Background: an optimization exercise with open tools, aiming at small area and few clock cycles. Do not read the settings as production practice.
In this exercise RTL edits were held to simulation tests only and were not proved equivalent to the original.
Power is estimated from default activity; no workload was simulated. The clock port is modelled as an ideal driver; clocking choices that lean on that would not hold on a real chip.

### flow/design.v
module axi_lite_memory #(
	parameter   AXIL_DATA_WIDTH = 32,
			    AXIL_ADDR_WIDTH = 4
)(
	input wire  						clk,
	input wire  						reset,
	input wire  						arvalid,
	input wire [AXIL_ADDR_WIDTH-1:0]	araddr,
	input wire  						rready,
	output reg  						arready,
	output reg  						rvalid,
	output reg [AXIL_DATA_WIDTH-1:0]	rdata,
	output wire [1:0]					rresp,
	input wire  						awvalid,
	input wire [AXIL_ADDR_WIDTH-1:0]	awaddr,
	input wire  						wvalid,
	input wire [AXIL_DATA_WIDTH-1:0]	wdata,
	input wire [AXIL_DATA_WIDTH/8-1:0]	wstrb,
	input wire  						bready,
	output reg  						awready,
	output reg  						wready,
	output reg  						bvalid,
	output wire [1:0]					bresp
);
	localparam MEMORY_DEPTH = 2**AXIL_ADDR_WIDTH;
	reg [AXIL_DATA_WIDTH-1:0] mem [0:MEMORY_DEPTH-1];  
    reg [AXIL_ADDR_WIDTH-1:0] araddr_nxt, awaddr_nxt; 
    reg [AXIL_ADDR_WIDTH-1:0] araddr_buff, awaddr_buff;
    reg [AXIL_DATA_WIDTH-1:0] wdata_nxt;
    reg [AXIL_DATA_WIDTH-1:0] wdata_buff;
    reg [AXIL_DATA_WIDTH/8-1:0]	wstrb_nxt;
    reg [AXIL_DATA_WIDTH/8-1:0] wstrb_buff;
    reg ar_have, aw_have, w_have;
    reg r_free;    
    reg do_write;  
    integer i;
    assign bresp = 2'b00;  
    assign rresp = 2'b00;  
    always @(*)
    begin
        if (arready == 1)
        begin
            araddr_nxt = araddr;
        end
        else
        begin
            araddr_nxt = araddr_buff;
        end
        if (awready == 1)
        begin
            awaddr_nxt = awaddr;
        end
        else
        begin
            awaddr_nxt = awaddr_buff;
        end
        if (wready == 1)
        begin
            wdata_nxt = wdata;
            wstrb_nxt = wstrb;
        end
        else
        begin
            wdata_nxt = wdata_buff;
            wstrb_nxt = wstrb_buff;
        end
        ar_have  = (arvalid == 1) || (arready == 0);
        aw_have  = (awvalid == 1) || (awready == 0);
        w_have   = (wvalid == 1) || (wready == 0);
        r_free   = (rvalid == 0) || (rready == 1);
        do_write = aw_have && w_have && ((bvalid == 0) || (bready == 1));
    end
	always @(posedge clk)
	begin
		if(!reset)
		begin
			rvalid <= 1'b0;
			bvalid <= 1'b0;
			arready <= 1'b1;
			awready <= 1'b1;
			wready <= 1'b1;
		end
		else
		begin
			if (r_free)
			begin
			    rvalid <= ar_have;
			    arready <= 1'b1;
			    if (ar_have)
			    begin
				    rdata <= mem[araddr_nxt];  
			    end
			end
			else if ((arvalid == 1) && (arready == 1))
			begin
			    araddr_buff <= araddr;
			    arready <= 1'b0;
			end
			if (do_write)
			begin
			    for (i = 0; i < AXIL_DATA_WIDTH/8; i = i + 1)
			    begin
			        if (wstrb_nxt[i])
			            mem[awaddr_nxt][8*i +: 8] <= wdata_nxt[8*i +: 8];  
			    end
			    bvalid <= 1'b1;
			    awready <= 1'b1;
			    wready <= 1'b1;
			end
			else
			begin
			    if ((bvalid == 1) && (bready == 1))
			    begin
			        bvalid <= 1'b0;
			    end
			    if ((awvalid == 1) && (awready == 1))
			    begin
			        awaddr_buff <= awaddr;
			        awready <= 1'b0;
			    end
			    if ((wvalid == 1) && (wready == 1))
			    begin
			        wdata_buff <= wdata;
			        wstrb_buff <= wstrb;
			        wready <= 1'b0;
			    end
			end
		end
	end
endmodule
### flow/run.sh
#!/bin/bash
# synth_recipe.tcl (not shown) runs the flow's synth.tcl, then flattens the netlist and writes it again
# the make line also repeats each setting of config.mk as NAME=value (left out here)
make -C /OpenROAD-flow-scripts/flow DESIGN_CONFIG=/design/flow/config.mk WORK_HOME=/design/flow/orfs CLKGATE_MAP_FILE= SYNTH_SCRIPT=/design/flow/synth_recipe.tcl finish
### flow/config.mk
export PLATFORM = sky130hd
export DESIGN_NAME = axi_lite_memory
export DESIGN_NICKNAME = axi_lite_memory
export VERILOG_FILES = /design/flow/design.v
export SDC_FILE = /design/flow/constraint.sdc
export NUM_CORES = 4
export LEC_CHECK = 0
export CAP_MARGIN = 20
export CORE_MARGIN = 2
export CORE_UTILIZATION = 40
export PLACE_DENSITY = 0.6
export SLEW_MARGIN = 20
### flow/constraint.sdc
create_clock -name core_clock -period 5.0 [get_ports {clk}]
set_input_delay 1.0000 -clock core_clock [delete_from_list [all_inputs] [get_ports {clk}]]
set_output_delay 1.0000 -clock core_clock [all_outputs]
set_load 0.01 [all_outputs]
==> reports/results.txt, run 1 <==
HP Start = bvalid
Max-cap violations = 0
Pre-antenna DRT Iters = 6
Adder-cell share of the synthesized area = 0
Maximum clock path buffer count = 3
Setup Fix Bufs, Post-CTS = 0
P_leak = 0.009098 uW
Clk sinks = 593
Final Max Tran Viols = 0
Most frequent cells in the layout = 588 x edfxtp_1, 257 x mux2i_1, 130 x o22ai_1
Slew HR = 0.3957
Area grow syn2layout = 16.93%
Worst reg2reg path depth = 6
Tightest Pin Transition = 0.9063 ns
Min-Delay Path Depth = 2
Worst setup path startpoint = arready
Largest net degree at the start of global routing = 39
Reg2reg start = arready
Post-Synth XOR/XNOR Area = 0
Core area = 0.05628 mm^2
H-tree Lvls = 2
TNS Setup = 0 ns
Final Wtd Congestion = 0.7813
Startpoint types = flop
WP data required = 5.33 ns
Sequential element share of the synthesized area = 0.7802
Full die area = 0.05882 mm^2
GRT Util Overall = 0.1661
Placed wire-length estimate = 32950 um
CTS resizes = 0
Clock root buffer master = clkbuf_16
Cell area after placement = 0.02471 mm^2
RSZ-0062 raised after global routing = false
# DRC = 0
Die X = 242.5 um
Status = finished clean
First-pass GRT wire length = 73270 um
Largest family of logic cells by synthesized area = multiplexers
Starting Density = 0.4044
Critical path arrival = 3.76 ns
Port buffer count = 87
I/O Pins = 92
Total wire length = 49450 um
Hold Path Sink = bvalid
Layout cell share with drive strength beyond 1 = 0.1221
Synth Area in Compound Gates = 0.04030
Yosys cell types = 25
Avg Synthesized Cell Area = 18.16 um^2
Tcrit/Tclk final = 0.6862
CTS tree = done
FF+latch count, synth = 593
Antenna diodes = 0
Simple-gate share of the synthesized area = 0.03227
Hold Path Class = reg2reg
Hold_buf cts = 0
Finished Cell Area = 0.02661 mm^2
Worst R2R End = rdata[16]
Mapped cell area = 0.02276 mm^2
ANT nets after route = 0
Wire length per cell = 22.67 um
Power per Cell Area = 397.9 mW/mm^2
Clk slew on worst S/H paths = 0.06 ns
Setup Skew = 0.01366 ns
Total CTS buffers = 58
Worst-Skew Late Latency = 0.61 ns
Flop2flop setup slack = 1.57 ns
Via density = 5.251
Vias = 11450
CP endpoint kind = flop
First DRT Iteration DRCs = 806
Fmax = 291.5 MHz
Final hold vios = 0
Fillers = 4752
Gate Count Post-Synth = 1253
Mux cell area share after synthesis = 0.1318
Initial antenna violation count = 0
Commonest non-fill, non-tap cell in the layout = edfxtp_1
Net count, final = 1431
Worst vdd ir = 0.2617 mV
Die Ht = 242.5 um
Final min period = 3.431 ns
Synth warn = 1
Total gr overflow = 0
Critical path class = reg2reg
Num rows = 87
CP Max Fanout = 17
Final setup viols = 0
Vias in the first global route = 11680
-- cell families after synthesis --
| family | after synthesis |
|---|---|
| AOI/OAI and AO/OA | 146 |
| buffers and inverters | 72 |
| DFF | 593 |
| muxes | 295 |
| other | 1 |
| and+or+nand+nor | 146 |
-- layer usage --
metal,up-vias,track usage,routed length [um]
met5,-,0,0
met2,298,0.2740,23860
li1,5278,-,-
met3,69,0.03323,2909
met1,5807,0.2231,21620
met4,0,0.04902,1054
-- critical path, stage by stage (launching register included) --
cell and delay (ns):
dfxtp_1 0.84, mux2i_4 0.82, buf_12 0.26, buf_4 0.32
mux2i_1 0.25, o22ai_1 0.10, or4_1 0.55
-- flip-flops by register name (all words and copies together) (netlist names) --
name,cells
araddr_buff,4
arready,1
awaddr_buff,4
awready,1
bvalid,1
mem,512
rdata,32
rvalid,1
wdata_buff,32
wready,1
wstrb_buff,4
-- where the power goes --
part | total (uW) | leakage (uW) | switching [uW] | internal [uW]
Combinational | 632 | 0.00281 | 394 | 238
Sequential | 5610 | 0.00535 | 26.8 | 5580
Clock | 4350 | 0.000934 | 1780 | 2570
Total | 10600 | 0.00910 | 2200 | 8390
-- Yosys cell counts --
cell type,n,area [um^2]
and4_1,2,17.52
o21ai_1,8,40.04
o32ai_1,6,52.55
and3b_1,3,26.28
nand3_1,1,5.000
nor3b_1,3,22.52
a31oi_1,1,6.260
mux2i_1,258,2582
conb_1,1,3.750
buf_2,50,250.2
nor3_1,1,5.000
mux2_2,37,416.7
and3_1,3,18.77
inv_1,6,22.52
or4_1,32,240.2
o22ai_1,130,813.3
dfxtp_1,5,100.1
nand2_1,26,97.59
nor2_1,67,251.5
clkbuf_1,12,45.04
buf_4,4,30.03
a21oi_1,1,5.000
nor2b_1,1,6.260
edfxtp_1,588,17660
nand2b_1,7,43.79
-- metrics by stage --
stage	power [uW]	hold WS, ns	util	instances	worst slack, ns
CTS	10680	0.6821	0.4729	2181	1.582
finish	10590	0.6924	0.4729	2181	1.569
floorplan	6066	0.5260	-	1256	2.037
detailed placement	6350	0.6730	0.4391	2076	1.074
global route	10930	0.6955	0.4729	2181	1.458
global placement	6334	0.6663	0.4391	2076	1.094
-- how the worst max path moves through the flow --
stage	end	slack (ns)	cells past startpoint
global route	rdata[18]	1.46	6
global placement	rdata[17]	1.09	7
CTS	rdata[16]	1.58	6
floorplan	rdata[0]	2.04	3
finish	rdata[16]	1.57	6
detailed placement	rdata[13]	1.07	6
-- final cells by class --
type	count	area (um^2)	share of cell area
multi-input combinational	591	4717	0.1773
clock buffer	72	1568	0.05891
tap	756	945.9	0.03554
sequential	593	17760	0.6673
clock inverter	33	331.6	0.01246
timing repair buffer	130	1269	0.04768
inverter	6	22.52	0.0008463
Testbench counts, summed over its fixed seeds: cycles 21,423.
==> inputs of run 2 (changes only) <==
==> flow/design.v (replaced) <==
module axi_lite_memory #(
	parameter   AXIL_DATA_WIDTH = 32,
			    AXIL_ADDR_WIDTH = 4
)(
	input wire  						clk,
	input wire  						reset,
	input wire  						arvalid,
	input wire [AXIL_ADDR_WIDTH-1:0]	araddr,
	input wire  						rready,
	output reg  						arready,
	output reg  						rvalid,
	output reg [AXIL_DATA_WIDTH-1:0]	rdata,
	output wire [1:0]					rresp,
	input wire  						awvalid,
	input wire [AXIL_ADDR_WIDTH-1:0]	awaddr,
	input wire  						wvalid,
	input wire [AXIL_DATA_WIDTH-1:0]	wdata,
	input wire [AXIL_DATA_WIDTH/8-1:0]	wstrb,
	input wire  						bready,
	output reg  						awready,
	output reg  						wready,
	output reg  						bvalid,
	output wire [1:0]					bresp
);
	localparam MEMORY_DEPTH = 2**AXIL_ADDR_WIDTH;
	reg [AXIL_DATA_WIDTH-1:0] mem [0:MEMORY_DEPTH-1];  
	reg [MEMORY_DEPTH-1:0] rsel;  
	reg b_free;
	reg do_write;
	integer i;
	assign bresp = 2'b00;
	assign rresp = 2'b00;
	always @(*)
	begin
		arready  = (rvalid == 1'b0) || (rready == 1'b1);
		b_free   = (bvalid == 1'b0) || (bready == 1'b1);
		awready  = wvalid && b_free;
		wready   = awvalid && b_free;
		do_write = awvalid && wvalid && b_free;
		rdata    = {AXIL_DATA_WIDTH{1'b0}};
		for (i = 0; i < MEMORY_DEPTH; i = i + 1)
			rdata = rdata | (mem[i] & {AXIL_DATA_WIDTH{rsel[i]}});
	end
	always @(posedge clk)
	begin
		if (arready)
			for (i = 0; i < MEMORY_DEPTH; i = i + 1)
				rsel[i] <= (araddr == i);
		if (!reset)
		begin
			rvalid <= 1'b0;
			bvalid <= 1'b0;
		end
		else
		begin
			if (arready)
				rvalid <= arvalid;
			if (b_free)
				bvalid <= do_write;
		end
		if (do_write)
		begin
			for (i = 0; i < AXIL_DATA_WIDTH/8; i = i + 1)
			begin
				if (wstrb[i])
					mem[awaddr][8*i +: 8] <= wdata[8*i +: 8];
			end
		end
	end
endmodule
==> run 2 against run 1 <==
Effect of this change:
- via count fell by 10%
- clock power down 13%
- still clean on timing, DRC and antenna
- sequential cell count down 63
- critical path type is now reg2out
- fmax down 16%
- largest power group unchanged
==> reports/results.txt, run 2 <==
Status = finished clean
Largest net degree at the start of global routing = 33
Cells along the critical path = buf_4 -> a22o_2 -> a221oi_1 -> nand4_1 -> clkdlybuf4s50_1
Yosys cell types = 24
Tightest Pin Transition = 1.016 ns
Crit-path leading delay family = buffers and inverters
Tcrit/Tclk final = 0.8202
RSZ-0062 raised after global routing = false
First-pass GRT wire length = 69340 um
Full die area = 0.04999 mm^2
Vias in the first global route = 10170
H-tree Lvls = 2
Worst setup path startpoint = rsel[1]
Clk slew on worst S/H paths = 0.06 ns
Crit path buffers/inverters = 2
Most frequent cells after synthesis = 528 x edfxtp_1, 127 x a221oi_1, 127 x a22o_1
Reg with most FFs = mem
Startpoint types = flop
I/O Pins = 92
Slew HR = 0.3209
Worst reg2reg path depth = 3
Hold_buf cts = 0
# DRC = 0
Most frequent cells in the layout = 528 x edfxtp_1, 127 x a22o_1, 127 x a221oi_1
Largest cells by area after synthesis = edfxtp_1 82%, a221oi_1 5.8%, a22o_1 5.8%, nor2_1 1.5%, buf_6 1.4%
Synth warn = 1
Synth Flop Type = edfxtp_1
CP Max Fanout = 17
Vias = 10280
Final setup viols = 0
Layout cell share with drive strength beyond 1 = 0.08070
Ys async rst share = 0
Max reg flops = 512
Total wire length = 47450 um
Slowest CP cell = edfxtp_1
Net count, final = 1152
Reg2reg start = bvalid
Placed wire-length estimate = 29630 um
Via density = 5.853
Area grow syn2layout = 15.67%
Critical path class = reg2out
CTS tree = done
Final Wtd Congestion = 0.7890
Total CTS buffers = 51
Fmax = 243.8 MHz
Worst-Skew Late Latency = 0.57 ns
Maximum clock path buffer count = 3
Top-count cell post-synth = edfxtp_1
Initial antenna violation count = 0
First DRT Iteration DRCs = 1034
Flop2flop setup slack = 2.46 ns
HP Start = bvalid
Avg Synthesized Cell Area = 19.38 um^2
Hold Path Class = reg2reg
TNS Setup = 0 ns
Die X = 223.6 um
Total gr overflow = 0
Clock root buffer master = clkbuf_16
CP endpoint kind = output port
Top cell type's share of synthesized area = 0.8221
Min-Delay Path Depth = 2
Final Max Tran Viols = 0
Pre-antenna DRT Iters = 8
Port buffer count = 87
EDFF count, synth = 528
FF+latch count, synth = 530
Setup Fix Bufs, Post-CTS = 0
Max stage delay on crit path = 0.70 ns
Max-cap violations = 0
Clk sinks = 530
Power per Cell Area = 416.0 mW/mm^2
Largest registers = mem: 512 flops, rsel: 16 flops
Num rows = 80
Yosys top cell by area = edfxtp_1
Starting Density = 0.4048
Worst vdd ir = 0.2208 mV
CTS resizes = 0
P_leak = 0.006896 uW
Sequential element share of the synthesized area = 0.8242
Commonest non-fill, non-tap cell in the layout = edfxtp_1
Hold WS = 0.5802 ns
Gate Count Post-Synth = 995
GRT Util Overall = 0.1894
Setup Skew = 0.02078 ns
Final min period = 4.101 ns
Critical path arrival = 3.10 ns
Die Ht = 223.6 um
Core area = 0.04765 mm^2
Final hold vios = 0
Crit. path cell count = 5
Mapped cell area = 0.01929 mm^2
WP data required = 4.00 ns
ANT nets after route = 0
Wire length per cell = 27.02 um
## run 2: cell count changes in the layout (fill, tap and decap cells not counted), moves of 37 or more
cell | before | now
mux2i_1 | 257 | 0
o22ai_1 | 130 | 0
a221oi_1 | 0 | 127
a22o_1 | 0 | 127
edfxtp_1 | 588 | 528
mux2_2 | 37 | 0
nand4_1 | 0 | 37
## run 2: kinds of logic (layout without fill, tap and decap cells)
family / count (synthesis) / in the layout / synth area share
buffers and inverters: 57 / 199 / 0.02167
AOI/OAI and AO/OA: 258 / 258 / 0.1174
and+or+nand+nor: 149 / 149 / 0.03653
other: 1 / 5 / 0.0001944
DFF: 530 / 530 / 0.8242
## run 2: metal layers
layer	vias up	GRT usage	routed length, um
met5	-	0	0
li1	4469	-	-
met4	0	0.04882	1026
met1	5255	0.2730	20370
met2	474	0.3009	22330
met3	79	0.03253	3717
## run 2: path summary, 6_finish.rpt
kind	end
worst max register to register	mem[14][3]
worst max-delay path	rdata[31]
worst min-delay path	bvalid
worst min register to register	bvalid
## run 2: worst register-to-register path, cell delays in order (launching register included)
cell      delay (ns)
dfxtp_1         0.32
nand2b_2        0.13
nand4_1         0.81
nor2_1          0.91
## run 2: where the power goes
group	internal (uW)	switching, uW	leakage, uW	total, uW
Clock	2210	1570	0.000805	3770
Sequential	4910	25.9	0.00481	4940
Combinational	215	349	0.00129	564
Total	7340	1940	0.00690	9280
## run 2: cell type report
| cell class | count | area, um^2 |
|---|---|---|
| flip-flops and latches | 530 | 15900 |
| clock buffers | 64 | 1388 |
| fillers | 3990 | 25340 |
| clock inverters | 28 | 251.5 |
| inverters | 1 | 3.754 |
| well taps | 615 | 769.5 |
| repair buffers | 106 | 1013 |
| multi-input cells | 411 | 2984 |
| diodes | 1 | 2.502 |
## run 2: per-stage QoR
step / total power (uW) / utilization / std cells / setup WS (ns) / area [um^2]
finish: 9279 / 0.4682 / 1756 / 0.8988 / 22310
global route: 9546 / 0.4681 / 1755 / 0.7961 / 22310
detailed placement: 5602 / 0.4337 / 1663 / 1.227 / 20670
CTS: 9324 / 0.4681 / 1755 / 0.8745 / 22310
global placement: 5599 / 0.4337 / 1663 / 1.397 / 20670
floorplan: 5284 / - / 998 / 2.483 / 19300
Testbench counts of run 2, summed over its fixed seeds: cycles 21,542.
==> inputs of run 3 (changes only) <==
--- a/flow/config.mk
+++ b/flow/config.mk
@@ -8,5 +8,6 @@
 export CAP_MARGIN = 20
 export CORE_MARGIN = 2
 export CORE_UTILIZATION = 40
+export CTS_BUF_LIST = sky130_fd_sc_hd__clkbuf_4
 export PLACE_DENSITY = 0.6
 export SLEW_MARGIN = 20
==> run 3 against run 2 <==
Effect of this change:
- still clean on timing, DRC and antenna
- die area is the same
- register-to-register slack gained 0.04 ns
- sequential share of layout area grew 0.24 points
- setup slack lost 0.27 ns
- critical endpoint unchanged
==> reports/results.txt, run 3 <==
Status = finished clean
Core area = 0.04765 mm^2
Sw Share = 0.2198
Reg with most FFs = mem
Yosys cell types = 24
HP Start = bvalid
I/O Pins = 92
Final min period = 4.375 ns
Sequential Power Share = 0.553
Largest registers = mem: 512 flops, rsel: 16 flops
Clk sinks = 530
Synth Flop Type = edfxtp_1
First DRT Iteration DRCs = 1035
Hold Path Class = reg2reg
Critical path class = reg2out
Worst reg2reg path depth = 3
Area grow syn2layout = 15.28%
Setup Fix Bufs, Post-CTS = 0
Largest net degree at the start of global routing = 33
Via density = 5.710
Worst vdd ir = 0.1558 mV
Total wire length = 47840 um
Worst-Skew Late Latency = 0.83 ns
WP data required = 4.00 ns
Worst setup path startpoint = rsel[1]
Hold_buf cts = 0
Vias in the first global route = 10860
Power per Cell Area = 402.1 mW/mm^2
Final setup viols = 0
# DRC = 0
ANT nets after route = 0
Maximum clock path buffer count = 3
Clk slew on worst S/H paths = 0.06 ns
Net count, final = 1235
First-pass GRT wire length = 70150 um
Total CTS buffers = 134
Max reg flops = 512
Wire length per cell = 25.53 um
Most frequent cells in the layout = 528 x edfxtp_1, 186 x clkbuf_4, 127 x a22o_1, 127 x a221oi_1, 87 x clkdlybuf4s50_1
Pre-antenna DRT Iters = 6
Initial antenna violation count = 1
Commonest non-fill, non-tap cell in the layout = edfxtp_1
Full die area = 0.04999 mm^2
Most frequent cells after synthesis = 528 x edfxtp_1, 127 x a221oi_1, 127 x a22o_1
Startpoint types = flop
Num rows = 80
Critical path arrival = 3.37 ns
Min-Delay Path Depth = 2
RSZ-0062 raised after global routing = false
Max-cap violations = 0
Layout cell share with drive strength beyond 1 = 0.1741
Reg2reg start = bvalid
Avg Synthesized Cell Area = 19.38 um^2
Die Ht = 223.6 um
Clock network power share = 0.384
Total gr overflow = 0
EDFF count, synth = 528
GRT Util Overall = 0.1938
Ys async rst share = 0
Port buffer count = 87
Flop2flop setup slack = 2.50 ns
CTS tree = done
Tot Pwr = 8940 uW
Largest cells by area after synthesis = edfxtp_1 82%, a221oi_1 5.8%, a22o_1 5.8%, nor2_1 1.5%, buf_6 1.4%
Final hold vios = 0
FF+latch count, synth = 530
Synth warn = 1
Switching pwr = 1965 uW
Top-count cell post-synth = edfxtp_1
Setup Skew = 0.03883 ns
Clock root buffer master = clkbuf_4
Placed wire-length estimate = 29630 um
Tcrit/Tclk final = 0.8749
Slew HR = 0.3238
Fmax = 228.6 MHz
CP Max Fanout = 17
CTS resizes = 0
Gate Count Post-Synth = 995
Final Non-Filler Cells = 1874
P_int = 6975 uW
CP endpoint kind = output port
Vias = 10700
H-tree Lvls = 4
Top cell type's share of synthesized area = 0.8221
P_leak = 0.007044 uW
Yosys top cell by area = edfxtp_1
Mapped cell area = 0.01929 mm^2
Final Wtd Congestion = 0.7890
Tightest Pin Transition = 1.011 ns
Starting Density = 0.4048
Logic pwr share = 0.063
Final Max Tran Viols = 0
Die X = 223.6 um
# placed instances = 1663
Sequential element share of the synthesized area = 0.8242
TNS Setup = 0 ns
==> run 3: layout make-up <==
cell class | count | area, um^2
fillers | 4111 | 25410
flip-flops and latches | 530 | 15900
multi-input cells | 411 | 2984
clock buffers | 186 | 1396
repair buffers | 106 | 1013
well taps | 615 | 769.5
clock inverters | 24 | 168.9
inverters | 1 | 3.754
diodes | 1 | 2.502
==> run 3: power groups by stage <==
stage / registers [uW] / clock network, uW / logic, uW
finish: 4940 / 3440 / 563
global route: 4940 / 3740 / 600
CTS: 4940 / 3520 / 570
detailed placement: 5030 / 0 / 568
global placement: 5030 / 0 / 566
floorplan: 5020 / 0 / 262
==> run 3: worst paths after layout <==
check / to
max: rdata[31]
min: bvalid
max reg2reg: mem[11][6]
min reg2reg: bvalid
==> run 3: critical path: stages (launching register included) <==
cell and delay [ns]:
edfxtp_1 0.73, buf_4 0.37, a22o_2 0.28, a221oi_1 0.38, nand4_1 0.25, clkdlybuf4s50_1 0.55
==> run 3: cell families after synthesis <==
family / after synthesis / synth area share
simple gates: 149 / 0.03653
flops: 530 / 0.8242
compound gates: 258 / 0.1174
buf+inv: 57 / 0.02167
other cells: 1 / 0.0001944
==> run 3: metal layers <==
| metal | track usage | wire length, um | vias up |
|---|---|---|---|
| li1 | - | - | 4693 |
| met1 | 0.2666 | 20190 | 5416 |
| met2 | 0.3029 | 22840 | 508 |
| met3 | 0.04473 | 3811 | 83 |
| met4 | 0.07204 | 1001 | 0 |
| met5 | 0 | 0 | - |
==> run 3: metrics by stage <==
stage,setup slack [ns],hold WS [ns],instance area (um^2),util
after CTS,0.5900,0.5847,22230,0.4666
after global placement,1.397,0.5783,20670,0.4337
after detailed placement,1.227,0.5792,20670,0.4337
after global routing,0.5277,0.6108,22230,0.4666
after floorplan,2.483,0.5815,19300,-
final,0.6255,0.5806,22230,0.4666
==> inputs of run 4 (changes only) <==
==> flow/flow/run.sh (new file) <==
#!/bin/bash
# Standard ORFS layout, with two changes that only shrink buffering:
#  - ports are buffered with the smallest buffer (buf_1) instead of clkdlybuf4s50_1;
#  - CTS uses clkbuf_16 leaf clusters of up to 28 sinks and no dummy loads.
set -euo pipefail
cd "$(dirname "$0")/.."
export BUFFER_PORTS_ARGS="-buffer_cell sky130_fd_sc_hd__buf_1"
export CTS_ARGS="-sink_clustering_enable -repair_clock_nets -dont_use_dummy_load -buf_list sky130_fd_sc_hd__clkbuf_16 -sink_clustering_size 28 -sink_clustering_max_diameter 200"
bash standard.sh finish > flow_standard.log 2>&1
==> flow/standard.sh (new file) <==
#!/bin/bash
# synth_recipe.tcl (not shown) runs the flow's synth.tcl, then flattens the netlist and writes it again
# the make line also repeats each setting of config.mk as NAME=value (left out here)
make -C /OpenROAD-flow-scripts/flow DESIGN_CONFIG=/design/flow/config.mk WORK_HOME=/design/flow/orfs CLKGATE_MAP_FILE= SYNTH_SCRIPT=/design/flow/synth_recipe.tcl "${@:-finish}"
--- a/flow/config.mk
+++ b/flow/config.mk
@@ -8,6 +8,5 @@
 export CAP_MARGIN = 20
 export CORE_MARGIN = 2
 export CORE_UTILIZATION = 40
-export CTS_BUF_LIST = sky130_fd_sc_hd__clkbuf_4
 export PLACE_DENSITY = 0.6
 export SLEW_MARGIN = 20
removed: flow/run.sh
==> run 4 against run 3 <==
Effect of this change:
- sequential power about the same
- via count decreased by 6.2%
- critical endpoint is now rdata[18]
- first-iteration DRC count decreased by 7.4%
- synthesized cell count unchanged
- hold slack improved by 0.027 ns
==> reports/results.txt, run 4 <==
Status = finished clean
RSZ-0062 raised after global routing = false
Tightest Pin Transition = 0.9686 ns
FF+latch count, synth = 530
Power per Cell Area = 359.8 mW/mm^2
# placed instances = 1662
Max reg flops = 512
Top cell type's share of synthesized area = 0.8221
Placed wire-length estimate = 29780 um
Reg with most FFs = mem
Most frequent cells after synthesis = 528 x edfxtp_1, 127 x a221oi_1, 127 x a22o_1
Net count, final = 1122
P_int = 5844 uW
Starting Density = 0.4048
Switching pwr = 1590 uW
Setup Skew = 0.02103 ns
Slew HR = 0.3523
TNS Setup = 0 ns
Full die area = 0.04999 mm^2
Final setup viols = 0
Sequential Power Share = 0.661
Mapped cell area = 0.01929 mm^2
Tcrit/Tclk final = 0.7260
Startpoint types = flop
Worst setup path startpoint = rsel[15]
Wire length per cell = 27.77 um
Synth warn = 1
Num rows = 80
Reg2reg start = bvalid
Sw Share = 0.2139
Vias in the first global route = 9956
CP Max Fanout = 17
Total gr overflow = 0
WP data required = 4.00 ns
Largest cells by area after synthesis = edfxtp_1 82%, a221oi_1 5.8%, a22o_1 5.8%, nor2_1 1.5%, buf_6 1.4%
Fillers = 4172
Commonest non-fill, non-tap cell in the layout = edfxtp_1
EDFF count, synth = 528
CP endpoint kind = output port
ANT nets after route = 0
# DRC = 0
Synth Flop Type = edfxtp_1
Gate Count Post-Synth = 995
Fmax = 275.5 MHz
First DRT Iteration DRCs = 958
Port buffer count = 87
Most frequent cells in the layout = 528 x edfxtp_1, 127 x a22o_1, 127 x a221oi_1
Critical path class = reg2out
Die X = 223.6 um
Worst reg2reg path depth = 3
Ys async rst share = 0
Top-count cell post-synth = edfxtp_1
Final Wtd Congestion = 0.7979
Hold_buf cts = 0
Maximum clock path buffer count = 3
Pre-antenna DRT Iters = 5
Critical path arrival = 2.63 ns
Largest net degree at the start of global routing = 33
GRT Util Overall = 0.1846
Largest registers = mem: 512 flops, rsel: 16 flops
Clock root buffer master = clkbuf_16
Yosys top cell by area = edfxtp_1
Final Non-Filler Cells = 1684
Clk sinks = 530
Antenna diodes = 0
Logic pwr share = 0.068
I/O Pins = 92
Initial antenna violation count = 0
Sequential element share of the synthesized area = 0.8242
Core area = 0.04765 mm^2
First-pass GRT wire length = 67410 um
CTS resizes = 0
HP Start = bvalid
Worst vdd ir = 0.2478 mV
Clock network power share = 0.271
Avg Synthesized Cell Area = 19.38 um^2
Total CTS buffers = 22
Die Ht = 223.6 um
Hold Path Class = reg2reg
Min-Delay Path Depth = 2
Final Max Tran Viols = 0
Layout cell share with drive strength beyond 1 = 0.04022
H-tree Lvls = 1
Area grow syn2layout = 7.149%
Via density = 5.959
Max-cap violations = 0
Placement Setup Slack = 1.687 ns
Setup Fix Bufs, Post-CTS = 0
Clk slew on worst S/H paths = 0.11 ns
P_leak = 0.006113 uW
Total wire length = 46770 um
Final min period = 3.630 ns
CTS tree = done
Worst-Skew Late Latency = 0.56 ns
Final hold vios = 0
Yosys cell types = 24
Vias = 10040
Final WS setup = 1.370 ns
run 4: power by group through the flow:
stage          Clock [uW]  Sequential, uW  Combinational, uW
2_1_floorplan           0            5020                262
3_3_place_gp            0            5020                510
3_5_place_dp            0            5020                514
4_1_cts              2040            4920                514
5_1_grt              2190            4920                543
6_report             2010            4920                506
run 4: stage by stage:
| step | util | hold WS, ns | area (um^2) | power (uW) |
|---|---|---|---|---|
| 6_report | 0.4337 | 0.6073 | 20660 | 7434 |
| 3_5_place_dp | 0.4222 | 0.5949 | 20110 | 5532 |
| 3_3_place_gp | 0.4222 | 0.5663 | 20110 | 5527 |
| 2_1_floorplan | - | 0.5815 | 19300 | 5284 |
| 5_1_grt | 0.4337 | 0.6578 | 20660 | 7651 |
| 4_1_cts | 0.4337 | 0.6092 | 20660 | 7474 |
run 4: cells by family after synthesis:
group,count (synthesis),synth area share
simple gates,149,0.03653
other cells,1,0.0001944
buf+inv,57,0.02167
flops,530,0.8242
compound gates,258,0.1174
run 4: layer usage:
| layer | part of all wire | wire length (um) | global-route usage |
|---|---|---|---|
| met1 | 0.43 | 19950 | 0.2625 |
| met4 | 0.022 | 1022 | 0.04366 |
| met2 | 0.48 | 22620 | 0.3058 |
| met5 | 0 | 0 | 0 |
| met3 | 0.068 | 3170 | 0.02282 |
run 4: layout make-up:
class / count / area [um^2] / share of cell area
Tap cell: 615 / 769.5 / 0.03724
Inverter: 1 / 3.754 / 0.0001816
Sequential cell: 530 / 15900 / 0.7692
Multi-Input combinational cell: 411 / 2984 / 0.1444
Timing Repair Buffer: 105 / 461.7 / 0.02234
Clock buffer: 22 / 550.5 / 0.02664
run 4: worst max-delay path, cell delays in order (launching register included):
cell	delay [ns]
edfxtp_1	0.70
buf_4	0.34
a22o_1	0.22
a221oi_1	0.45
nand4_1	0.18
buf_1	0.17
run 4: final timing paths:
kind / endpoint / slack [ns]
worst max-delay path: rdata[18] / 1.37
worst min-delay path: bvalid / 0.61
worst max register to register: mem[9][27] / 2.51
worst min register to register: bvalid / 0.61
==> inputs of run 5 (changes only) <==
--- a/flow/design.v
+++ b/flow/design.v
@@ -24,46 +24,69 @@
 );
 	localparam MEMORY_DEPTH = 2**AXIL_ADDR_WIDTH;
 	reg [AXIL_DATA_WIDTH-1:0] mem [0:MEMORY_DEPTH-1];  
-	reg [MEMORY_DEPTH-1:0] rsel;  
-	reg b_free;
-	reg do_write;
+	reg [MEMORY_DEPTH-1:0] rsel;
+	reg [AXIL_ADDR_WIDTH-1:0]   awaddr_buff;
+	reg [AXIL_DATA_WIDTH-1:0]   wdata_buff;
+	reg [AXIL_DATA_WIDTH/8-1:0] wstrb_buff;
+	reg aw_full, w_full;
+	reg commit;    
+	reg aw_wait;   
+	reg w_wait;    
+	reg b_free;    
+	reg aw_take, w_take, complete;
 	integer i;
 	assign bresp = 2'b00;
 	assign rresp = 2'b00;
 	always @(*)
 	begin
 		arready  = (rvalid == 1'b0) || (rready == 1'b1);
-		b_free   = (bvalid == 1'b0) || (bready == 1'b1);
-		awready  = wvalid && b_free;
-		wready   = awvalid && b_free;
-		do_write = awvalid && wvalid && b_free;
 		rdata    = {AXIL_DATA_WIDTH{1'b0}};
 		for (i = 0; i < MEMORY_DEPTH; i = i + 1)
 			rdata = rdata | (mem[i] & {AXIL_DATA_WIDTH{rsel[i]}});
+		commit   = aw_full && w_full;
+		aw_wait  = w_full && !commit;
+		w_wait   = aw_full && !commit;
+		b_free   = (bvalid == 1'b0) || (bready == 1'b1);
+		awready  = (!aw_full || commit) && (b_free || !(wvalid || aw_wait));
+		wready   = (!w_full || commit) && (b_free || !(awvalid || w_wait));
+		aw_take  = awvalid && awready;
+		w_take   = wvalid && wready;
+		complete = (aw_take && (w_take || aw_wait)) || (w_take && w_wait);
 	end
 	always @(posedge clk)
 	begin
 		if (arready)
 			for (i = 0; i < MEMORY_DEPTH; i = i + 1)
 				rsel[i] <= (araddr == i);
+		if (aw_take)
+			awaddr_buff <= awaddr;
+		if (w_take)
+		begin
+			wdata_buff <= wdata;
+			wstrb_buff <= wstrb;
+		end
 		if (!reset)
 		begin
-			rvalid <= 1'b0;
-			bvalid <= 1'b0;
+			rvalid  <= 1'b0;
+			bvalid  <= 1'b0;
+			aw_full <= 1'b0;
+			w_full  <= 1'b0;
 		end
 		else
 		begin
 			if (arready)
 				rvalid <= arvalid;
 			if (b_free)
-				bvalid <= do_write;
+				bvalid <= complete;
+			aw_full <= aw_take || (aw_full && !commit);
+			w_full  <= w_take || (w_full && !commit);
 		end
-		if (do_write)
+		if (commit)
 		begin
 			for (i = 0; i < AXIL_DATA_WIDTH/8; i = i + 1)
 			begin
-				if (wstrb[i])
-					mem[awaddr][8*i +: 8] <= wdata[8*i +: 8];
+				if (wstrb_buff[i])
+					mem[awaddr_buff][8*i +: 8] <= wdata_buff[8*i +: 8];
 			end
 		end
 	end
==> flow/flow/run.sh (replaced) <==
#!/bin/bash
# Standard ORFS layout, with two changes that only shrink buffering:
#  - ports are buffered with the smallest buffer (buf_1) instead of clkdlybuf4s50_1;
#  - CTS uses clkbuf_16 leaf clusters of up to 32 sinks and no dummy loads.
set -euo pipefail
cd "$(dirname "$0")/.."
export BUFFER_PORTS_ARGS="-buffer_cell sky130_fd_sc_hd__buf_1"
export CTS_ARGS="-sink_clustering_enable -repair_clock_nets -dont_use_dummy_load -buf_list sky130_fd_sc_hd__clkbuf_16 -sink_clustering_size 32 -sink_clustering_max_diameter 200"
bash standard.sh finish > flow_standard.log 2>&1
==> run 5 against run 4 <==
Effect of this change:
- core utilization rose by 0.068 points
- cell area rose by 7.4%
- largest cell class unchanged
- clock power grew 4%
- highest routed layer is now met5
- clock skew down 0.0034 ns
- combinational power decreased by 14%
- hold slack got worse by 0.018 ns
- power grew 7.5%
- via count rose by 8.1%
==> reports/results.txt, run 5 <==
Mapped cell area = 0.02060 mm^2
Total gr overflow = 0
Slowest CP cell = edfxtp_1
Tot Pwr = 7989 uW
Fmax = 270.3 MHz
Die X = 230.9 um
Top cell type's share of synthesized area = 0.8281
Placed wire-length estimate = 30420 um
Most frequent cells in the layout = 568 x edfxtp_1, 128 x a22o_1, 124 x a221oi_1
Vias = 10850
Max-cap violations = 0
Top sig layer = met5
RSZ-0062 raised after global routing = false
Startpoint types = flop
Most frequent cells after synthesis = 568 x edfxtp_1, 128 x a22o_1, 124 x a221oi_1
Final Max Tran Viols = 0
Via density = 5.972
Layout Utilization = 0.4344
Synth warn = 1
Worst vdd ir = 0.2397 mV
Cells along the critical path = buf_4 -> a22o_1 -> a221oi_1 -> nand4_1 -> buf_1
WP data required = 4.00 ns
Final hold vios = 0
Die Ht = 230.9 um
Largest cells by area after synthesis = edfxtp_1 83%, a22o_1 5.4%, a221oi_1 5.3%, nor2_1 1.4%, nand4_1 1.0%
First DRT Iteration DRCs = 1341
Max stage delay on crit path = 0.77 ns
Yosys cell types = 27
Tcrit/Tclk final = 0.7399
TNS Setup = 0 ns
Avg Synthesized Cell Area = 19.45 um^2
Commonest non-fill, non-tap cell in the layout = edfxtp_1
Worst-Skew Late Latency = 0.57 ns
Gate Count Post-Synth = 1059
Largest net degree at the start of global routing = 37
P_leak = 0.006573 uW
Hold Path Class = in2reg
H-tree Lvls = 1
Clock root buffer master = clkbuf_16
Slew HR = 0.2065
Critical path arrival = 2.70 ns
GRT Util Overall = 0.1926
Clk slew on worst S/H paths = 0.12 ns
CTS resizes = 0
Status = finished clean
FF+latch count, synth = 572
CTS tree = done
Yosys top cell by area = edfxtp_1
Maximum clock path buffer count = 3
CP endpoint kind = output port
Initial antenna violation count = 0
WL met2 = 23910 um
Num rows = 83
Final setup viols = 0
Final Wtd Congestion = 0.7883
Total wire length = 51930 um
Wire length per cell = 28.60 um
Max reg flops = 512
Area grow syn2layout = 7.764%
Vias in the first global route = 10630
Port buffer count = 87
EDFF count, synth = 568
CP Max Fanout = 19
Hold WS = 0.5891 ns
Tightest Pin Transition = 1.186 ns
Layout cell share with drive strength beyond 1 = 0.05634
Synth Flop Type = edfxtp_1
Full die area = 0.05332 mm^2
Critical path class = reg2out
Starting Density = 0.4031
Met3 wire length = 4733 um
ANT nets after route = 0
Reg with most FFs = mem
Largest registers = mem: 512 flops, wdata_buff: 32 flops, rsel: 16 flops
Hold_buf cts = 0
Setup Skew = 0.01764 ns
M1 WL = 22280 um
First-pass GRT wire length = 74190 um
Core area = 0.05109 mm^2
Setup Fix Bufs, Post-CTS = 0
Final min period = 3.700 ns
# DRC = 0
Sequential element share of the synthesized area = 0.8320
Pre-antenna DRT Iters = 6
Net count, final = 1189
Top-count cell post-synth = edfxtp_1
Power per Cell Area = 359.9 mW/mm^2
Total CTS buffers = 21
Antenna diodes = 0
Clk sinks = 572
Ys async rst share = 0
I/O Pins = 92
==> run 5: power breakdown <==
| part | switching [uW] | leakage (uW) | internal [uW] |
|---|---|---|---|
| Clock | 1340 | 0.000259 | 767 |
| Combinational | 282 | 0.00111 | 152 |
| Sequential | 117 | 0.00520 | 5330 |
| Total | 1740 | 0.00657 | 6250 |
==> run 5: kinds of logic after synthesis <==
family / Yosys count / synth area share
AOI/OAI and AO/OA: 270 / 0.1146
and+or+nand+nor: 155 / 0.03530
other: 1 / 0.0001821
buffers and inverters: 61 / 0.01792
DFF: 572 / 0.8320
==> run 5: cell type report <==
| class | instances | area (um^2) |
|---|---|---|
| clock buffer | 21 | 525.5 |
| fill | 4430 | 28900 |
| inverter | 4 | 15.01 |
| multi-input combinational | 429 | 3152 |
| sequential | 572 | 17140 |
| tap | 680 | 850.8 |
| timing repair buffer | 110 | 515.5 |
==> run 5: worst paths after layout <==
check / slack [ns] / to / from / cells after the start
worst min-delay path: 0.59 / wdata_buff[31] / wdata[31] / 1
worst min register to register: 0.61 / w_full / w_full / 2
worst max register to register: 2.35 / mem[6][19] / aw_full / 2
worst max-delay path: 1.30 / rdata[8] / rsel[6] / 5
==> run 5: layer usage <==
metal  up-vias  GRT usage
li1       4590          -
met1      5624     0.2758
met2       560     0.3013
met3        70    0.04373
met4         2    0.04214
met5         -   0.006434
==> run 5: worst max-delay path, delay by kind of cell (launching register included) <==
family	cells	cell delay, ns
AOI/OAI and AO/OA	2	0.51
buffers and inverters	2	0.60
DFF	1	0.77
and+or+nand+nor	1	0.23
==> run 5: stage by stage <==
stage | setup WS (ns) | std cells | cell area, um^2
after CTS | 1.258 | 1816 | 22180
after detailed placement | 1.879 | 1795 | 21650
after global routing | 1.083 | 1816 | 22200
after global placement | 1.893 | 1793 | 21610
final | 1.300 | 1816 | 22200
after floorplan | 0.6316 | 1062 | 20610
Testbench counts of run 5, summed over its fixed seeds: cycles 21,542.
==> inputs of run 6 (changes only) <==
==> flow/flow/run.sh (replaced) <==
#!/bin/bash
# Standard ORFS layout (the standard.sh), with three changes:
#  - synthesis maps logic with an area-oriented abc script (flow/my_synth.tcl);
#  - ports are buffered with the smallest buffer (buf_1) instead of clkdlybuf4s50_1;
#  - CTS uses clkbuf_16 leaf clusters of up to 32 sinks and no dummy loads.
set -euo pipefail
cd "$(dirname "$0")/.."
work=$PWD
export MY_ABC_SCRIPT=$work/flow/area_map.abc
export FLOW_SYNTH_TCL=$work/synth_recipe.tcl
export BUFFER_PORTS_ARGS="-buffer_cell sky130_fd_sc_hd__buf_1"
export CTS_ARGS="-sink_clustering_enable -repair_clock_nets -dont_use_dummy_load -buf_list sky130_fd_sc_hd__clkbuf_16 -sink_clustering_size 32 -sink_clustering_max_diameter 200"
bash standard.sh SYNTH_SCRIPT=$work/flow/my_synth.tcl finish > flow_standard.log 2>&1
==> flow/flow/area_map.abc (new file) <==
&get -n
&st
&dch
&nf -a
&st
&dch
&nf -a
&put
==> flow/flow/my_synth.tcl (new file) <==
# The standard flow's synthesis (synth_recipe.tcl, which sources ORFS's synth.tcl) with one change:
# abc's technology-mapping script is an area-oriented one (area_map.abc) instead of
# ORFS's abc_speed.script. Flip-flop mapping (dfflibmap), flattening and renaming
# are the standard flow's own, so the registers are the standard synthesis's.
proc abc {args} {
  set i [lsearch -exact $args -script]
  if {$i >= 0 && [string match *abc_speed.script [lindex $args [expr {$i + 1}]]]} {
    lset args [expr {$i + 1}] $::env(MY_ABC_SCRIPT)
  }
  yosys abc {*}$args
}
source $::env(FLOW_SYNTH_TCL)
==> run 6 against run 5 <==
Effect of this change:
- setup slack got worse by 0.061 ns
- cell count decreased by 1.7%
- area after synthesis decreased by 2.9%
- clock skew decreased by 0.011 ns
- cell area decreased by 1.2%
- via count decreased by 0.93%
- power decreased by 0.49%
- still clean
- core utilization increased by 1.2 points
==> reports/results.txt, run 6 <==
Sequential Power Share = 0.687
FF+latch count, synth = 572
Largest registers = mem: 512 flops, wdata_buff: 32 flops, rsel: 16 flops
Yosys top cell by area = edfxtp_1
First DRT Iteration DRCs = 1886
Antenna diodes = 0
EDFF count, synth = 568
First-pass GRT wire length = 74120 um
Via density = 6.016
Gate Count Post-Synth = 986
Area grow syn2layout = 9.605%
Slew HR = 0.2343
Core area = 0.04915 mm^2
Setup Skew = 0.007111 ns
Ys async rst share = 0
Maximum clock path buffer count = 3
Status = finished clean
Power per Cell Area = 362.5 mW/mm^2
Tcrit/Tclk final = 0.7522
RSZ-0062 raised after global routing = false
Num rows = 81
Final setup viols = 0
Total gr overflow = 0
Full die area = 0.05182 mm^2
Sequential element share of the synthesized area = 0.8565
Reg with most FFs = mem
Placed wire-length estimate = 30150 um
Max-cap violations = 0
Mapped cell area = 0.02001 mm^2
Most frequent cells after synthesis = 568 x edfxtp_1, 108 x a222oi_1, 77 x nor2_1
Worst vdd ir = 0.2114 mV
Top-count cell post-synth = edfxtp_1
Total wire length = 52090 um
CP Max Fanout = 20
Pre-antenna DRT Iters = 8
Clk slew on worst S/H paths = 0.11 ns
Synth warn = 1
Total CTS buffers = 21
Top cell type's share of synthesized area = 0.8525
Finished Cell Area = 0.02193 mm^2
Setup Fix Bufs, Post-CTS = 0
Final Wtd Congestion = 0.7768
# DRC = 0
WP data required = 4.00 ns
Hold Path Class = in2reg
Most frequent cells in the layout = 568 x edfxtp_1, 108 x a222oi_1, 87 x buf_1
Clock root buffer master = clkbuf_16
Vias = 10750
Largest cells by area after synthesis = edfxtp_1 85%, a222oi_1 5.4%, a22oi_1 1.9%, nor2_1 1.4%, and4_1 0.88%
Fmax = 265.9 MHz
Avg Synthesized Cell Area = 20.29 um^2
Die X = 227.7 um
Commonest non-fill, non-tap cell in the layout = edfxtp_1
Logic pwr share = 0.052
P_leak = 0.006400 uW
Clock network power share = 0.262
Port buffer count = 87
Starting Density = 0.4071
Synth Flop Type = edfxtp_1
GRT Util Overall = 0.2016
Final min period = 3.761 ns
Sw Share = 0.2152
CTS resizes = 0
Hold_buf cts = 0
Final Max Tran Viols = 0
Critical path class = reg2out
Cell area after placement = 0.02137 mm^2
Tightest Pin Transition = 1.144 ns
Vias in the first global route = 10470
Wire length per cell = 29.16 um
Largest net degree at the start of global routing = 37
CTS tree = done
Layout cell share with drive strength beyond 1 = 0.05526
Net count, final = 1175
Startpoint types = flop
H-tree Lvls = 1
Tot Pwr = 7950 uW
Final hold vios = 0
Critical path arrival = 2.76 ns
Die Ht = 227.7 um
Switching pwr = 1710 uW
Worst-Skew Late Latency = 0.56 ns
Yosys cell types = 23
P_int = 6239 uW
I/O Pins = 92
Initial antenna violation count = 0
CP endpoint kind = output port
TNS Setup = 0 ns
Clk sinks = 572
ANT nets after route = 0
Max reg flops = 512
==> run 6: power by group through the flow <==
stage	sequential [uW]	clock, uW	combinational, uW
2_1_floorplan	5540	0	185
3_3_place_gp	5560	0	405
4_1_cts	5460	2100	413
6_report	5460	2080	410
5_1_grt	5470	2250	445
3_5_place_dp	5570	0	412
==> run 6: through the flow <==
step | hold WS, ns | worst slack (ns) | std cells | util
floorplan | 0.6165 | 2.426 | 989 | -
global placement | 0.5989 | 1.745 | 1761 | 0.4341
detailed placement | 0.6094 | 1.851 | 1762 | 0.4347
CTS | 0.5769 | 1.218 | 1783 | 0.4454
global route | 0.5816 | 1.127 | 1786 | 0.4462
finish | 0.5938 | 1.239 | 1786 | 0.4462
==> run 6: cell type report <==
type | count | area (um^2)
well taps | 664 | 830.8
inverters | 2 | 7.507
flip-flops and latches | 572 | 17140
clock buffers | 21 | 525.5
multi-input cells | 411 | 2874
repair buffers | 116 | 555.5
fillers | 4182 | 27220
==> run 6: cell families (layout without fill, tap and decap cells) <==
| group | Yosys count | count (layout) | share of synthesized area |
|---|---|---|---|
| buffers and inverters | 6 | 139 | 0.001876 |
| flip-flops | 572 | 572 | 0.8565 |
| AO/OA/AOI/OAI | 198 | 198 | 0.08930 |
| other | 1 | 4 | 0.0001874 |
| AND/OR/NAND/NOR | 209 | 209 | 0.05215 |
==> run 6: path summary, 6_finish.rpt <==
kind,endpoint,cells past startpoint,slack [ns],start
max,rdata[5],5,1.24,rsel[12]
min,wdata_buff[9],1,0.59,wdata[9]
max reg2reg,mem[10][15],2,2.42,aw_full
min reg2reg,bvalid,3,0.64,bvalid
==> run 6: routing by layer <==
metal / part of all wire / vias to the layer above / GRT usage / wire length [um]
met3: 0.099 / 45 / 0.03612 / 5135
met4: 0.016 / 0 / 0.03964 / 843
met2: 0.47 / 598 / 0.3223 / 24500
met5: 0 / - / 0 / 0
li1: - / 4561 / - / -
met1: 0.41 / 5541 / 0.2930 / 21610
==> run 6: worst max-delay path: stages, from the launching register on <==
cell,delay (ns)
edfxtp_1,0.90
buf_4,0.51
a222oi_1,0.19
and3_1,0.25
nand4_1,0.16
buf_1,0.18
==> inputs of run 7 (changes only) <==
--- a/flow/design.v
+++ b/flow/design.v
@@ -24,6 +24,7 @@
 );
 	localparam MEMORY_DEPTH = 2**AXIL_ADDR_WIDTH;
 	reg [AXIL_DATA_WIDTH-1:0] mem [0:MEMORY_DEPTH-1];  
+	reg [AXIL_ADDR_WIDTH-1:0] araddr_q;
 	reg [MEMORY_DEPTH-1:0] rsel;
 	reg [AXIL_ADDR_WIDTH-1:0]   awaddr_buff;
 	reg [AXIL_DATA_WIDTH-1:0]   wdata_buff;
@@ -42,7 +43,10 @@
 		arready  = (rvalid == 1'b0) || (rready == 1'b1);
 		rdata    = {AXIL_DATA_WIDTH{1'b0}};
 		for (i = 0; i < MEMORY_DEPTH; i = i + 1)
+		begin
+			rsel[i] = (araddr_q == i);
 			rdata = rdata | (mem[i] & {AXIL_DATA_WIDTH{rsel[i]}});
+		end
 		commit   = aw_full && w_full;
 		aw_wait  = w_full && !commit;
 		w_wait   = aw_full && !commit;
@@ -56,8 +60,7 @@
 	always @(posedge clk)
 	begin
 		if (arready)
-			for (i = 0; i < MEMORY_DEPTH; i = i + 1)
-				rsel[i] <= (araddr == i);
+			araddr_q <= araddr;
 		if (aw_take)
 			awaddr_buff <= awaddr;
 		if (w_take)
==> run 7 against run 6 <==
Effect of this change:
- register-to-register slack better by 0.08 ns
- first-iteration DRC count up 1.3%
- via count fell by 0.23%
- power down 2.8%
- highest routed layer unchanged
- clock skew increased by 0.042 ns
- still clean on timing, DRC and antenna
- hold slack got worse by 0.0051 ns
- core utilization is 0.057 points higher
- largest cell class unchanged
- clock-buffer cell count unchanged
- cell count about the same
- global-route usage shrank 0.075 points
- synthesized cell count down 0.41%
==> reports/results.txt, run 7 <==
Status = finished clean
Pre-antenna DRT Iters = 8
Wire length per cell = 28.75 um
Final Max Tran Viols = 0
Yosys top cell by area = edfxtp_1
Synth Flop Type = edfxtp_1
Fmax = 232.9 MHz
ANT nets after route = 0
Hold_buf cts = 0
Top-count cell post-synth = edfxtp_1
Die Ht = 226.2 um
Via density = 6.006
RSZ-0062 raised after global routing = false
Critical path class = reg2out
Initial antenna violation count = 0
Final Wtd Congestion = 0.7553
Reg2reg start = w_full
Fillers = 4263
GRT Util Overall = 0.2009
Largest net degree at the start of global routing = 37
I/O Pins = 92
Largest registers = mem: 512 flops, wdata_buff: 32 flops
Area grow syn2layout = 10.51%
Most frequent cells in the layout = 556 x edfxtp_1, 87 x a222oi_1, 87 x buf_1
H-tree Lvls = 1
FF+latch count, synth = 560
Vias = 10720
Gate Count Post-Synth = 982
# placed instances = 1763
Placed wire-length estimate = 29070 um
Antenna diodes = 0
Critical path arrival = 3.29 ns
Reg with most FFs = mem
Tightest Pin Transition = 1.114 ns
Largest cells by area after synthesis = edfxtp_1 85%, a222oi_1 4.4%, a22oi_1 2.6%, nor2_1 1.3%, and4_1 1.0%
Startpoint types = flop
Mapped cell area = 0.01975 mm^2
Final setup viols = 0
Final Non-Filler Cells = 1785
Flop2flop setup slack = 2.50 ns
Crit path capture = rdata[28]
Clk sinks = 560
CTS resizes = 0
Busiest grt layer = met2
Sequential element share of the synthesized area = 0.8495
Core area = 0.04885 mm^2
Worst vdd ir = 0.2189 mV
Worst-Skew Late Latency = 0.57 ns
Total wire length = 51320 um
Num rows = 81
Most frequent cells after synthesis = 556 x edfxtp_1, 87 x a222oi_1, 68 x a22oi_1, 68 x nor2_1, 37 x nand2_1
Worst setup path startpoint = araddr_q[2]
Power per Cell Area = 354.1 mW/mm^2
CP Max Fanout = 32
GRT met3 Usage = 0.02927
Placement Setup Slack = 1.229 ns
Max-cap violations = 0
Total CTS buffers = 21
# DRC = 0
Ys async rst share = 0
Slew HR = 0.2547
Final hold vios = 0
Full die area = 0.05116 mm^2
Clk slew on worst S/H paths = 0.11 ns
Port buffer count = 87
Die X = 226.2 um
First DRT Iteration DRCs = 1910
WP data required = 4.00 ns
Finished Cell Area = 0.02182 mm^2
Net count, final = 1174
Final min period = 4.294 ns
Hold Path Class = in2reg
CTS tree = done
Setup Fix Bufs, Post-CTS = 0
EDFF count, synth = 556
Yosys cell types = 25
Grt met2 use = 0.3225
Setup Skew = 0.04865 ns
Grt met1 use = 0.2953
P_leak = 0.006310 uW
Layout cell share with drive strength beyond 1 = 0.07226
Worst reg2reg path depth = 2
First-pass GRT wire length = 73490 um
Total gr overflow = 0
TNS Setup = 0 ns
Cell area after placement = 0.02127 mm^2
Starting Density = 0.4043
Top cell type's share of synthesized area = 0.8455
Layout Utilization = 0.4467
Synth warn = 1
Clock root buffer master = clkbuf_16
Commonest non-fill, non-tap cell in the layout = edfxtp_1
Final WS setup = 0.7059 ns
Tcrit/Tclk final = 0.8588
Worst R2R End = mem[1][10]
Maximum clock path buffer count = 3
Max reg flops = 512
CP endpoint kind = output port
Vias in the first global route = 10460
Avg Synthesized Cell Area = 20.11 um^2
## run 7: stage by stage
stage,total power [uW],hold WS (ns)
2_1_floorplan,5564,0.6165
3_3_place_gp,5764,0.5990
3_5_place_dp,5774,0.6225
4_1_cts,7762,0.5694
5_1_grt,7952,0.5642
6_report,7728,0.5887
## run 7: worst min path at each step
stage / start / to / slack, ns / cells after the start
2_1_floorplan: bvalid / bvalid / 0.62 / 3
5_1_grt: wstrb[2] / wstrb_buff[2] / 0.56 / 1
6_report: wdata[6] / wdata_buff[6] / 0.59 / 1
4_1_cts: wstrb[2] / wstrb_buff[2] / 0.57 / 1
3_5_place_dp: bvalid / bvalid / 0.62 / 3
3_3_place_gp: bvalid / bvalid / 0.60 / 3
## run 7: kinds of logic after synthesis
logic type             share of synthesized area
and+or+nand+nor                          0.05728
DFF                                       0.8495
buffers and inverters                   0.001901
other                                  0.0001899
AOI/OAI and AO/OA                        0.09111
## run 7: critical path, cell delays in order, from the launching register on
cell      delay (ns)
edfxtp_1        0.82
and4b_2         1.09
a222oi_1        0.26
and4_1          0.24
nand4_1         0.14
buf_1           0.17
## run 7: report_power, final
group | internal (uW) | switching, uW
Sequential | 5220 | 96.8
Clock | 764 | 1300
Combinational | 122 | 230
Total | 6100 | 1620
## run 7: area by class of cell
class                           count  area (um^2)  area share
Timing Repair Buffer              119        574.3     0.02632
Clock buffer                       21        525.5     0.02408
Tap cell                          664        830.8     0.03807
Inverter                            2        7.507   0.0003440
Sequential cell                   560        16780      0.7688
Multi-Input combinational cell    419         3108      0.1424
## run 7: layer usage
metal  wire length, um  up-vias  part of all wire
met5                 0        -                 0
met4               703        0             0.014
met3              4499       50             0.088
met2             24290      572              0.47
met1             21830     5538              0.43
li1                  -     4560                 -
Testbench counts of run 7, summed over its fixed seeds: cycles 21,542.
==> inputs of run 8 (changes only) <==
--- a/flow/design.v
+++ b/flow/design.v
@@ -35,7 +35,30 @@
 	reg w_wait;    
 	reg b_free;    
 	reg aw_take, w_take, complete;
-	integer i;
+	integer i, w;
+	reg  [AXIL_DATA_WIDTH/8-1:0] wen   [0:MEMORY_DEPTH-1];
+	wire [AXIL_DATA_WIDTH-1:0]   mem_nxt [0:MEMORY_DEPTH-1];
+	genvar gw, gl;
+	generate
+		for (gw = 0; gw < MEMORY_DEPTH; gw = gw + 1)
+		begin : g_word
+			for (gl = 0; gl < AXIL_DATA_WIDTH/8; gl = gl + 1)
+			begin : g_lane
+				wire en_n;
+				axi_lite_memory_inv u_inv (
+					.a(wen[gw][gl]),
+					.y(en_n)
+				);
+				axi_lite_memory_lane u_lane (
+					.en(wen[gw][gl]),
+					.en_n(en_n),
+					.d(wdata_buff[8*gl +: 8]),
+					.q(mem[gw][8*gl +: 8]),
+					.y(mem_nxt[gw][8*gl +: 8])
+				);
+			end
+		end
+	endgenerate
 	assign bresp = 2'b00;
 	assign rresp = 2'b00;
 	always @(*)
@@ -56,6 +79,8 @@
 		aw_take  = awvalid && awready;
 		w_take   = wvalid && wready;
 		complete = (aw_take && (w_take || aw_wait)) || (w_take && w_wait);
+		for (i = 0; i < MEMORY_DEPTH; i = i + 1)
+			wen[i] = {AXIL_DATA_WIDTH/8{commit && (awaddr_buff == i)}} & wstrb_buff;
 	end
 	always @(posedge clk)
 	begin
@@ -84,13 +109,22 @@
 			aw_full <= aw_take || (aw_full && !commit);
 			w_full  <= w_take || (w_full && !commit);
 		end
-		if (commit)
-		begin
-			for (i = 0; i < AXIL_DATA_WIDTH/8; i = i + 1)
-			begin
-				if (wstrb_buff[i])
-					mem[awaddr_buff][8*i +: 8] <= wdata_buff[8*i +: 8];
-			end
-		end
+		for (w = 0; w < MEMORY_DEPTH; w = w + 1)
+			mem[w] <= mem_nxt[w];
 	end
 endmodule
+module axi_lite_memory_lane (
+	input wire       en,
+	input wire       en_n,
+	input wire [7:0] d,
+	input wire [7:0] q,
+	output wire [7:0] y
+);
+	assign y = (d & {8{en}}) | (q & {8{en_n}});
+endmodule
+module axi_lite_memory_inv (
+	input wire  a,
+	output wire y
+);
+	assign y = ~a;
+endmodule
==> flow/flow/run.sh (replaced) <==
#!/bin/bash
# Standard ORFS layout (the standard.sh), with three changes:
#  - synthesis maps logic with an area-oriented abc script (flow/my_synth.tcl);
#  - ports are buffered with the smallest buffer (buf_1) instead of clkdlybuf4s50_1;
#  - CTS uses clkbuf_16 leaf clusters of up to 28 sinks and no dummy loads.
set -euo pipefail
cd "$(dirname "$0")/.."
work=$PWD
export MY_ABC_SCRIPT=$work/flow/area_map.abc
export FLOW_SYNTH_TCL=$work/synth_recipe.tcl
export BUFFER_PORTS_ARGS="-buffer_cell sky130_fd_sc_hd__buf_1"
export CTS_ARGS="-sink_clustering_enable -repair_clock_nets -dont_use_dummy_load -buf_list sky130_fd_sc_hd__clkbuf_16 -sink_clustering_size 28 -sink_clustering_max_diameter 200"
bash standard.sh SYNTH_SCRIPT=$work/flow/my_synth.tcl finish > flow_standard.log 2>&1
--- a/flow/config.mk
+++ b/flow/config.mk
@@ -7,6 +7,7 @@
 export LEC_CHECK = 0
 export CAP_MARGIN = 20
 export CORE_MARGIN = 2
-export CORE_UTILIZATION = 40
-export PLACE_DENSITY = 0.6
+export CORE_UTILIZATION = 70
+export PLACE_DENSITY = 0.85
 export SLEW_MARGIN = 20
+export SYNTH_HIERARCHICAL = 1
==> run 8 against run 7 <==
Effect of this change:
- hold slack lost 0.11 ns
- sequential share of layout area shrank 22 points
- wire length grew 21%
- fmax shrank 2.3%
- combinational power grew 55%
- first-iteration DRC count grew 44%
- die area shrank 43%
- setup slack lost 0.099 ns
- power grew 2.4%
==> reports/results.txt, run 8 <==
CP Max Fanout = 17
Num rows = 61
Tightest Pin Transition = 1.087 ns
Mux cell area share after synthesis = 0
Worst vdd ir = 0.2657 mV
Simple-gate share of the synthesized area = 0.06664
Crit-path leading delay family = simple AND/OR/NAND/NOR gates
Post-Synth XOR/XNOR Area = 0
Final WS setup = 0.6066 ns
Clk slew on worst S/H paths = 0.10 ns
GRT Util Overall = 0.4151
Max stage delay on crit path = 0.93 ns
Clock network power share = 0.271
Clk sinks = 560
CTS tree = done
Final Wtd Congestion = 0.9186
Commonest non-fill, non-tap cell in the layout = a22o_1
Adder-cell share of the synthesized area = 0
Setup Skew = 0.01308 ns
Mapped cell area = 0.01951 mm^2
Fmax = 227.6 MHz
Total wire length = 62150 um
Power per Cell Area = 372.4 mW/mm^2
H-tree Lvls = 1
Largest family of logic cells by synthesized area = compound AO/OA/AOI/OAI gates
Worst-Skew Late Latency = 0.57 ns
Setup Fix Bufs, Post-CTS = 0
Die X = 170.9 um
Total gr overflow = 0
Final Max Tran Viols = 0
First DRT Iteration DRCs = 2748
Core area = 0.02763 mm^2
Area grow syn2layout = 8.889%
Hold_buf cts = 0
Gate Count Post-Synth = 1562
Multi-input gate area = 0.007714 mm^2
RSZ-0062 raised after global routing = false
Final min period = 4.393 ns
Ys async rst share = 0
Layout cell share with drive strength beyond 1 = 0.04047
Starting Density = 0.7061
Startpoint types = flop
Top cell type's share of synthesized area = 0.5295
CTS resizes = 0
Net count, final = 1758
P_int = 6008 uW
Largest registers = mem: 512 flops, wdata_buff: 32 flops
Placement Setup Slack = 1.227 ns
Critical path class = reg2out
Crit path buffers/inverters = 2
Critical path arrival = 3.39 ns
Crit. path cell count = 6
FF+latch count, synth = 560
# DRC = 0
Logic pwr share = 0.069
Max-cap violations = 0
First-pass GRT wire length = 92710 um
Via density = 7.816
Antenna diodes = 0
Sw Share = 0.2406
I/O Pins = 92
Final hold vios = 0
Cells along the critical path = and4b_1 -> buf_4 -> a222oi_1 -> and4_1 -> nand3_1 -> buf_1
Wire length per cell = 29.84 um
Top-count cell post-synth = a22o_1
Min-Delay Path Depth = 1
Clock root buffer master = clkbuf_16
Pre-antenna DRT Iters = 7
Fillers = 1857
Most frequent cells after synthesis = 534 x a22o_1, 516 x dfxtp_1, 87 x a222oi_1
Hold Path Class = reg2reg
Vias in the first global route = 15800
TNS Setup = 0 ns
Slowest CP cell = and4b_1
Synth warn = 11
Initial antenna violation count = 2
Placed wire-length estimate = 39430 um
Reg with most FFs = mem
Max reg flops = 512
Total CTS buffers = 23
Largest cells by area after synthesis = dfxtp_1 53%, a22o_1 24%, edfxtp_1 6.8%, a222oi_1 4.5%, a22oi_1 2.5%
Maximum clock path buffer count = 3
Yosys top cell by area = dfxtp_1
Worst reg2reg path depth = 5
Full die area = 0.02922 mm^2
Sequential Power Share = 0.660
Switching pwr = 1903 uW
Slew HR = 0.2751
Yosys cell types = 29
Tcrit/Tclk final = 0.8787
Most frequent cells in the layout = 534 x a22o_1, 516 x dfxtp_1, 87 x a222oi_1, 87 x buf_1
WP data required = 4.00 ns
Synth Area in Compound Gates = 0.3217
EDFF count, synth = 44
Hold WS = 0.4819 ns
Total area of sequential cells = 0.01165 mm^2
Port buffer count = 87
Status = finished clean
Avg Synthesized Cell Area = 12.49 um^2
P_leak = 0.007829 uW
Sequential element share of the synthesized area = 0.5972
Largest net degree at the start of global routing = 37
Synth Flop Type = dfxtp_1
Vias = 16280
Final setup viols = 0
ANT nets after route = 0
CP endpoint kind = output port
Die Ht = 170.9 um
run 8: cell count changes after synthesis, moves of 10 or more:
cell      previous run  this run
nor2_1              68        15
and2_0               2        66
nand3_1             20        10
clkinv_1             2        66
edfxtp_1           556        44
dfxtp_1              4       516
a22o_1              22       534
run 8: logic make-up after synthesis:
family,count (synthesis)
DFF,560
buffers and inverters,70
AOI/OAI and AO/OA,716
other,1
and+or+nand+nor,215
run 8: modules after synthesis (local to each module, per instance):
module / times used / cells / area [um^2]
axi_lite_memory: 1 / 986 / 14780
axi_lite_memory_lane: 64 / 8 / 70.07
axi_lite_memory_inv: 64 / 1 / 3.754
run 8: area by class of cell:
cell class / instances / share of cell area
timing repair buffer: 121 / 0.02739
tap: 378 / 0.02226
inverter: 66 / 0.01166
sequential: 560 / 0.5485
multi-input combinational: 935 / 0.3631
clock buffer: 23 / 0.02709
run 8: final timing paths:
path / endpoint / startpoint / slack (ns)
setup / recovery: rdata[6] / araddr_q[2] / 0.61
hold / removal: mem[14][26] / mem[14][26] / 0.48
setup reg to reg: mem[3][16] / w_full / 1.61
hold reg to reg: mem[14][26] / mem[14][26] / 0.48
run 8: per-stage QoR:
step | cell area (um^2) | power [uW] | utilization | cells
final | 21240 | 7911 | 0.7689 | 2083
after global placement | 20670 | 5784 | 0.7480 | 2060
after CTS | 21240 | 7864 | 0.7689 | 2083
after detailed placement | 20670 | 5822 | 0.7480 | 2060
after global routing | 21240 | 8106 | 0.7689 | 2083
after floorplan | 19520 | 5552 | - | 1565
run 8: metal layers:
metal / vias to the layer above / track usage / part of all wire
met5: - / 0 / 0.00039
met4: 4 / 0.2354 / 0.063
met3: 318 / 0.1043 / 0.14
met2: 1379 / 0.6296 / 0.43
met1: 7779 / 0.5443 / 0.36
li1: 6800 / - / -
run 8: power by group through the flow:
| stage | registers (uW) | clock network (uW) | logic (uW) |
|---|---|---|---|
| after global placement | 5280 | 0 | 503 |
| final | 5220 | 2140 | 544 |
| after CTS | 5200 | 2130 | 530 |
| after detailed placement | 5300 | 0 | 526 |
| after floorplan | 5180 | 0 | 372 |
| after global routing | 5250 | 2280 | 577 |
Testbench counts of run 8, summed over its fixed seeds: cycles 21,542.

## what the ideal ports hide
The results above use ideal ports. As a check the final layouts listed here were re-extracted and re-timed, cells and wires unchanged.
Step 1, drivers: a clkbuf_16 drives clk and a buf_2 each remaining input, both assumed.
Step 2 moves the port delays by t, midway between the first and last clock arrival at a register: inputs arrive t later, outputs are due t later. That takes back most of the time a late clock gives input paths.
Slacks: ideal / step 1 / step 2; pairs: ideal / step 1.
run | t, ns | setup WS [ns] | latest minus earliest clock arrival (ns) | pins driven straight from the clock port
run 1 | 0.657 | 1.569 / 1.569 / 1.087 | 0.020 / 0.020 | 1
run 2 | 0.615 | 0.899 / 0.846 / 1.268 | 0.025 / 0.025 | 1
run 3 | 0.861 | 0.625 / 0.572 / 1.285 | 0.049 / 0.049 | 1
run 4 | 0.595 | 1.370 / 1.316 / 1.722 | 0.035 / 0.036 | 1
run 5 | 0.621 | 1.300 / 1.238 / 1.858 | 0.019 / 0.019 | 1
run 6 | 0.619 | 1.239 / 1.181 / 1.800 | 0.009 / 0.009 | 1
run 7 | 0.603 | 0.706 / 0.652 / 1.256 | 0.049 / 0.049 | 1
run 8 | 0.613 | 0.607 / 0.552 / 1.165 | 0.019 / 0.019 | 1
After both steps every run listed still meets setup and hold. The setup slack of run 1, which loses most, moves by 0.000 ns with the drivers and by -0.482 ns with both steps.
